From an optimization exercise on the open Yosys and OpenROAD flow, aimed at small area; shortcuts taken in it are not production practice. Function was checked by simulation only, so behaviour that the tests miss may differ from the original. Power figures rest on the tool's default switching activity, not on a simulated workload.

run C:
Design systolic, start of the top module:
module systolic #(parameter SIZE = 4) (
    input  logic                     clk, reset,
    input  logic [SIZE*8-1:0]        a_in,
    input  logic [SIZE*8-1:0]        b_in,
    input  logic [SIZE-1:0]          valid_a,
    input  logic [SIZE-1:0]          valid_b,
    output logic [SIZE*SIZE*32-1:0]  out
    );
    logic [7:0] a_bus [SIZE][SIZE+1];
    logic       valid_a_bus [SIZE][SIZE+1];
    logic [7:0] b_bus [SIZE+1][SIZE];
    logic       valid_b_bus [SIZE+1][SIZE];
    genvar i, j;
    generate
        for (i = 0; i < SIZE; i = i + 1) begin : g_edge
            assign a_bus[i][0]       = a_in[8*i +: 8];
            assign valid_a_bus[i][0] = valid_a[i];
            assign b_bus[0][i]       = b_in[8*i +: 8];
            assign valid_b_bus[0][i] = valid_b[i];
        end
        for (i = 0; i < SIZE; i = i + 1) begin : g_systolic_row
            for (j = 0; j < SIZE; j = j + 1) begin : g_systolic_col
                if (i == 0 || j == 0) begin : g_cell
                    mac_e u_mac (
                        .clk(clk),
                        .reset(reset),
                        .a_in(a_bus[i][j]),
                        .valid_a(valid_a_bus[i][j]),
                        .b_in(b_bus[i][j]),
                        .valid_b(valid_b_bus[i][j]),
                        .a_out(a_bus[i][j+1]),
                        .valid_a_out(valid_a_bus[i][j+1]),
                        .b_out(b_bus[i+1][j]),
                        .valid_b_out(valid_b_bus[i+1][j]),
                        .acc_out(out[32*(i*SIZE+j) +: 32])
                    );
                end else begin : g_cell
                    mac_i u_mac (
                        .clk(clk),
  ...
clock: 8.0 ns
lec_check: 0
abc_area: 1
cap_margin: 20
core_margin: 2
core_utilization: 60
slew_margin: 20
synth_hierarchical: 1
synth_minimum_keep_size: 0
standard.sh (not shown) runs the stock make flow with config.mk's settings and CLKGATE_MAP_FILE= SYNTH_SCRIPT=/design/flow/synth_recipe.tcl, a recipe that flattens the netlist after the stock synthesis.
==> flow/flow/run.sh <==
#!/bin/bash
# Standard layout (the standard.sh), with two changes:
# - the port buffers are the smallest buffer cell (buf_1);
# - clock tree synthesis builds larger sink clusters and inserts no dummy loads.
set -e
export BUFFER_PORTS_ARGS="-buffer_cell sky130_fd_sc_hd__buf_1"
export CTS_ARGS="-sink_clustering_enable -repair_clock_nets -dont_use_dummy_load -buf_list {sky130_fd_sc_hd__clkbuf_4 sky130_fd_sc_hd__clkbuf_8} -sink_clustering_size 14 -sink_clustering_max_diameter 80"
bash standard.sh > standard.log 2>&1
--- input diff run C..run B ---
--- a/flow/flow/run.sh
+++ b/flow/flow/run.sh
@@ -4,4 +4,5 @@
 # - clock tree synthesis builds larger sink clusters and inserts no dummy loads.
 set -e
+export RECOVER_POWER=100
 export BUFFER_PORTS_ARGS="-buffer_cell sky130_fd_sc_hd__buf_1"
 export CTS_ARGS="-sink_clustering_enable -repair_clock_nets -dont_use_dummy_load -buf_list {sky130_fd_sc_hd__clkbuf_4 sky130_fd_sc_hd__clkbuf_8} -sink_clustering_size 14 -sink_clustering_max_diameter 80"
- In run B the implementation completed, yet the final layout does not meet the checks, the culprit being max-capacitance violations, max-slew violations.
- Summary of run B over run C: number of cells on the critical path saw a decrease, cell area level, area of the multi-input gates moved down, post-layout total power saw little to no change, multi-input logic portion of the cell area comparable.

========
systolic, a different RTL version from the one above (not shown whole).
For scale: ~5200 cells after synthesis, about 590 I/O pins, about 0.055 sq mm of cells after synthesis.
==> flow/design.v (excerpt) <==
module systolic #(parameter SIZE = 4) (
    input  logic                     clk, reset,
    input  logic [SIZE*8-1:0]        a_in,
    input  logic [SIZE*8-1:0]        b_in,
    input  logic [SIZE-1:0]          valid_a,
    input  logic [SIZE-1:0]          valid_b,
    output logic [SIZE*SIZE*32-1:0]  out
    );
    logic [7:0] a_bus [SIZE][SIZE+1];
    logic       valid_a_bus [SIZE][SIZE+1];
    logic [7:0] b_bus [SIZE+1][SIZE];
    logic       valid_b_bus [SIZE+1][SIZE];
    genvar i, j;
    generate
        for (i = 0; i < SIZE; i = i + 1) begin : g_edge
            assign a_bus[i][0]       = a_in[8*i +: 8];
            assign valid_a_bus[i][0] = valid_a[i];
            assign b_bus[0][i]       = b_in[8*i +: 8];
            assign valid_b_bus[0][i] = valid_b[i];
        end
        for (i = 0; i < SIZE; i = i + 1) begin : g_systolic_row
            for (j = 0; j < SIZE; j = j + 1) begin : g_systolic_col
                if (i == 0 || j == 0) begin : g_cell
                    mac_e u_mac (
                        .clk(clk),
                        .reset(reset),
                        .a_in(a_bus[i][j]),
                        .valid_a(valid_a_bus[i][j]),
                        .b_in(b_bus[i][j]),
                        .valid_b(valid_b_bus[i][j]),
                        .a_out(a_bus[i][j+1]),
                        .valid_a_out(valid_a_bus[i][j+1]),
                        .b_out(b_bus[i+1][j]),
                        .valid_b_out(valid_b_bus[i+1][j]),
                        .acc_out(out[32*(i*SIZE+j) +: 32])
                    );
                end else begin : g_cell
                    mac_i u_mac (
                        .clk(clk),
                        .reset(reset),
                        .a_in(a_bus[i][j]),
  ...
clock: 8.0 ns
lec_check: 0
cap_margin: 20
core_margin: 2
core_utilization: 40
slew_margin: 20
synth_hierarchical: 1
synth_minimum_keep_size: 0
==> flow/flow/run.sh <==
#!/bin/bash
# Standard layout, with the port buffers made of the smallest buffer cell.
set -e
export BUFFER_PORTS_ARGS="-buffer_cell sky130_fd_sc_hd__buf_1"
bash standard.sh > standard.log 2>&1
==> next run, changes <==
==> flow/run.sh (new file) <==
#!/bin/bash
# synth_recipe.tcl (not shown) runs the flow's synth.tcl, then flattens the netlist and writes it again
# the make line also repeats each setting of config.mk as NAME=value (left out here)
make -C /OpenROAD-flow-scripts/flow DESIGN_CONFIG=/design/flow/config.mk WORK_HOME=/design/flow/orfs CLKGATE_MAP_FILE= SYNTH_SCRIPT=/design/flow/synth_recipe.tcl finish
removed: flow/flow/run.sh
removed: flow/standard.sh
After rerunning: Total power climbs by about 0.6%; combinational power goes up by 17%; clock-buffer cell count is unchanged; sequential share of layout area came out lower by 1.5 points; critical path depth falls by 2; cell count increases by about 1.2%; via count climbs by about 0.8%.
==> next run, changes <==
==> flow/flow/run.sh (new file) <==
#!/bin/bash
# Standard layout, with the port buffers made of the smallest buffer cell.
set -e
export BUFFER_PORTS_ARGS="-buffer_cell sky130_fd_sc_hd__buf_1"
bash standard.sh > standard.log 2>&1
==> flow/standard.sh (new file) <==
#!/bin/bash
# synth_recipe.tcl (not shown) runs the flow's synth.tcl, then flattens the netlist and writes it again
# the make line also repeats each setting of config.mk as NAME=value (left out here)
make -C /OpenROAD-flow-scripts/flow DESIGN_CONFIG=/design/flow/config.mk WORK_HOME=/design/flow/orfs CLKGATE_MAP_FILE= SYNTH_SCRIPT=/design/flow/synth_recipe.tcl "${@:-finish}"
CORE_UTILIZATION = 55   (was 40)
CTS_BUF_LIST = sky130_fd_sc_hd__clkbuf_4 sky130_fd_sc_hd__clkbuf_8   (was not set)
removed: flow/run.sh
After rerunning:
- The new run finished with timing, DRC and antenna clean
- combinational power decreases by 14%
- clock-buffer cell count increases by 82
- area after synthesis stays the same
- wire length decreases by 9.2%
- total power decreases by 4.0%
- die area decreases by 27%
- first-iteration DRC count decreases by 1.9%
- via count decreases by 0.72%
- worst hold slack hardly moves
- cell area decreases by 7.5%

========
Another version of the RTL of systolic (not shown whole).
For scale: ~590 I/O pins.
## systolic
module systolic #(parameter SIZE = 4) (
    input  logic                     clk, reset,
    input  logic [SIZE*8-1:0]        a_in,
    input  logic [SIZE*8-1:0]        b_in,
    input  logic [SIZE-1:0]          valid_a,
    input  logic [SIZE-1:0]          valid_b,
    output logic [SIZE*SIZE*32-1:0]  out
    );
Settings: LEC_CHECK=0, ABC_AREA=1, CAP_MARGIN=20, CORE_MARGIN=2, CORE_UTILIZATION=60, SLEW_MARGIN=20, SYNTH_HIERARCHICAL=1, SYNTH_MINIMUM_KEEP_SIZE=0; clock period 8.0 ns.
==> flow/flow/run.sh <==
#!/bin/bash
# Standard layout (the standard.sh), with two changes:
# - the port buffers are the smallest buffer cell (buf_1);
# - clock tree synthesis builds larger sink clusters and inserts no dummy loads.
set -e
export BUFFER_PORTS_ARGS="-buffer_cell sky130_fd_sc_hd__buf_1"
export CTS_ARGS="-sink_clustering_enable -repair_clock_nets -dont_use_dummy_load -buf_list {sky130_fd_sc_hd__clkbuf_4 sky130_fd_sc_hd__clkbuf_8} -sink_clustering_size 14 -sink_clustering_max_diameter 80"
bash standard.sh > standard.log 2>&1
The starting point finished clean.
Change:
--- a/flow/flow/run.sh
+++ b/flow/flow/run.sh
@@ -7 +7 @@
-export CTS_ARGS="-sink_clustering_enable -repair_clock_nets -dont_use_dummy_load -buf_list {sky130_fd_sc_hd__clkbuf_4 sky130_fd_sc_hd__clkbuf_8} -sink_clustering_size 14 -sink_clustering_max_diameter 80"
+export CTS_ARGS="-sink_clustering_enable -repair_clock_nets -dont_use_dummy_load -buf_list {sky130_fd_sc_hd__clkbuf_8 sky130_fd_sc_hd__clkbuf_16} -sink_clustering_size 20 -sink_clustering_max_diameter 100"
- The new run passed the timing, DRC and antenna checks
- die area does not change
- wire length hardly moves
- non-clock buffer count does not change
- worst setup slack hardly moves
- synthesized cell count is unchanged
- critical path depth is unchanged
Change:
--- a/flow/flow/run.sh
+++ b/flow/flow/run.sh
@@ -7 +7 @@
-export CTS_ARGS="-sink_clustering_enable -repair_clock_nets -dont_use_dummy_load -buf_list {sky130_fd_sc_hd__clkbuf_8 sky130_fd_sc_hd__clkbuf_16} -sink_clustering_size 20 -sink_clustering_max_diameter 100"
+export CTS_ARGS="-sink_clustering_enable -repair_clock_nets -dont_use_dummy_load -buf_list {sky130_fd_sc_hd__clkbuf_4 sky130_fd_sc_hd__clkbuf_8} -sink_clustering_size 14 -sink_clustering_max_diameter 80"
CORE_UTILIZATION = 70   (was 60)
The new run finished clean. Die area goes down by 14%. Core utilization climbs by 10 points. Sequential cell count does not change. Non-clock buffer count shrinks by 5. Setup slack loses 0.029 ns. Combinational power went down by about 0.8%. Power drops by 5.0%. Clock power decreases by 15%. Critical path depth shrinks by 2.
Change:
==> flow/flow/run.sh (replaced) <==
#!/bin/bash
# Standard layout, with the port buffers made of the smallest buffer cell.
set -e
export BUFFER_PORTS_ARGS="-buffer_cell sky130_fd_sc_hd__buf_1"
bash standard.sh > standard.log 2>&1
CORE_UTILIZATION = 55   (was 70)
CTS_BUF_LIST = sky130_fd_sc_hd__clkbuf_4 sky130_fd_sc_hd__clkbuf_8   (was default)
The new run ran to the end with no violations.
Cell area rose by a few percent.
Sequential share of layout area fell by 1.1 points.
Wire length rose by a few percent.
Power rose by a quarter to a third.

## separate check: timing with driven ports
Ports are ideal in the flow. The routed layouts listed here were re-timed in OpenROAD.
Step 1, drivers: a clkbuf_16 drives clk and a buf_2 each remaining input, both assumed.
Step 2 adds t to the input delays and takes it off the output delays; t is the mean of the earliest and latest rising clock arrival at the registers after step 1. Input paths then give back, and output paths get back, about the clock's delay inside the block.
a / b / c = ideal ports / drivers / drivers and shift; a / b = the first two.
run | shift t [ns] | slack for setup (ns) | hold slack, ns | worst register clock-pin slew, ns | worst slew at a driven data input, ns
run C | 0.838 | 0.351 / 0.351 / -0.184 | 0.422 / 0.422 / 0.422 | 0.10 / 0.10 | 0.11
run B | 0.839 | 0.339 / 0.326 / -0.513 | 0.420 / 0.420 / 0.420 | 0.10 / 0.10 | 0.11
the first run of note 2 | 0.745 | 0.661 / 0.661 / 0.026 | 0.480 / 0.480 / 0.480 | 0.06 / 0.06 | 0.10
the second run of note 2 | 0.756 | 0.413 / 0.438 / -0.319 | 0.484 / 0.484 / 0.484 | 0.07 / 0.07 | 0.09
the third run of note 2 | 0.887 | 0.521 / 0.521 / 0.025 | 0.482 / 0.482 / 0.482 | 0.07 / 0.07 | 0.09
the first run of note 3 | 0.806 | 0.299 / 0.299 / 0.151 | 0.448 / 0.448 / 0.448 | 0.11 / 0.11 | 0.09
the second run of note 3 | 0.669 | 0.297 / 0.297 / 0.193 | 0.450 / 0.450 / 0.450 | 0.09 / 0.09 | 0.09
the third run of note 3 | 0.770 | 0.268 / 0.268 / 0.234 | 0.463 / 0.463 / 0.463 | 0.11 / 0.11 | 0.10
the fourth run of note 3 | 0.894 | 0.327 / 0.327 / 0.209 | 0.456 / 0.456 / 0.456 | 0.07 / 0.07 | 0.10
For run B, which loses most, drivers alone change the setup slack by -0.013 ns; drivers and shift together by -0.852 ns.
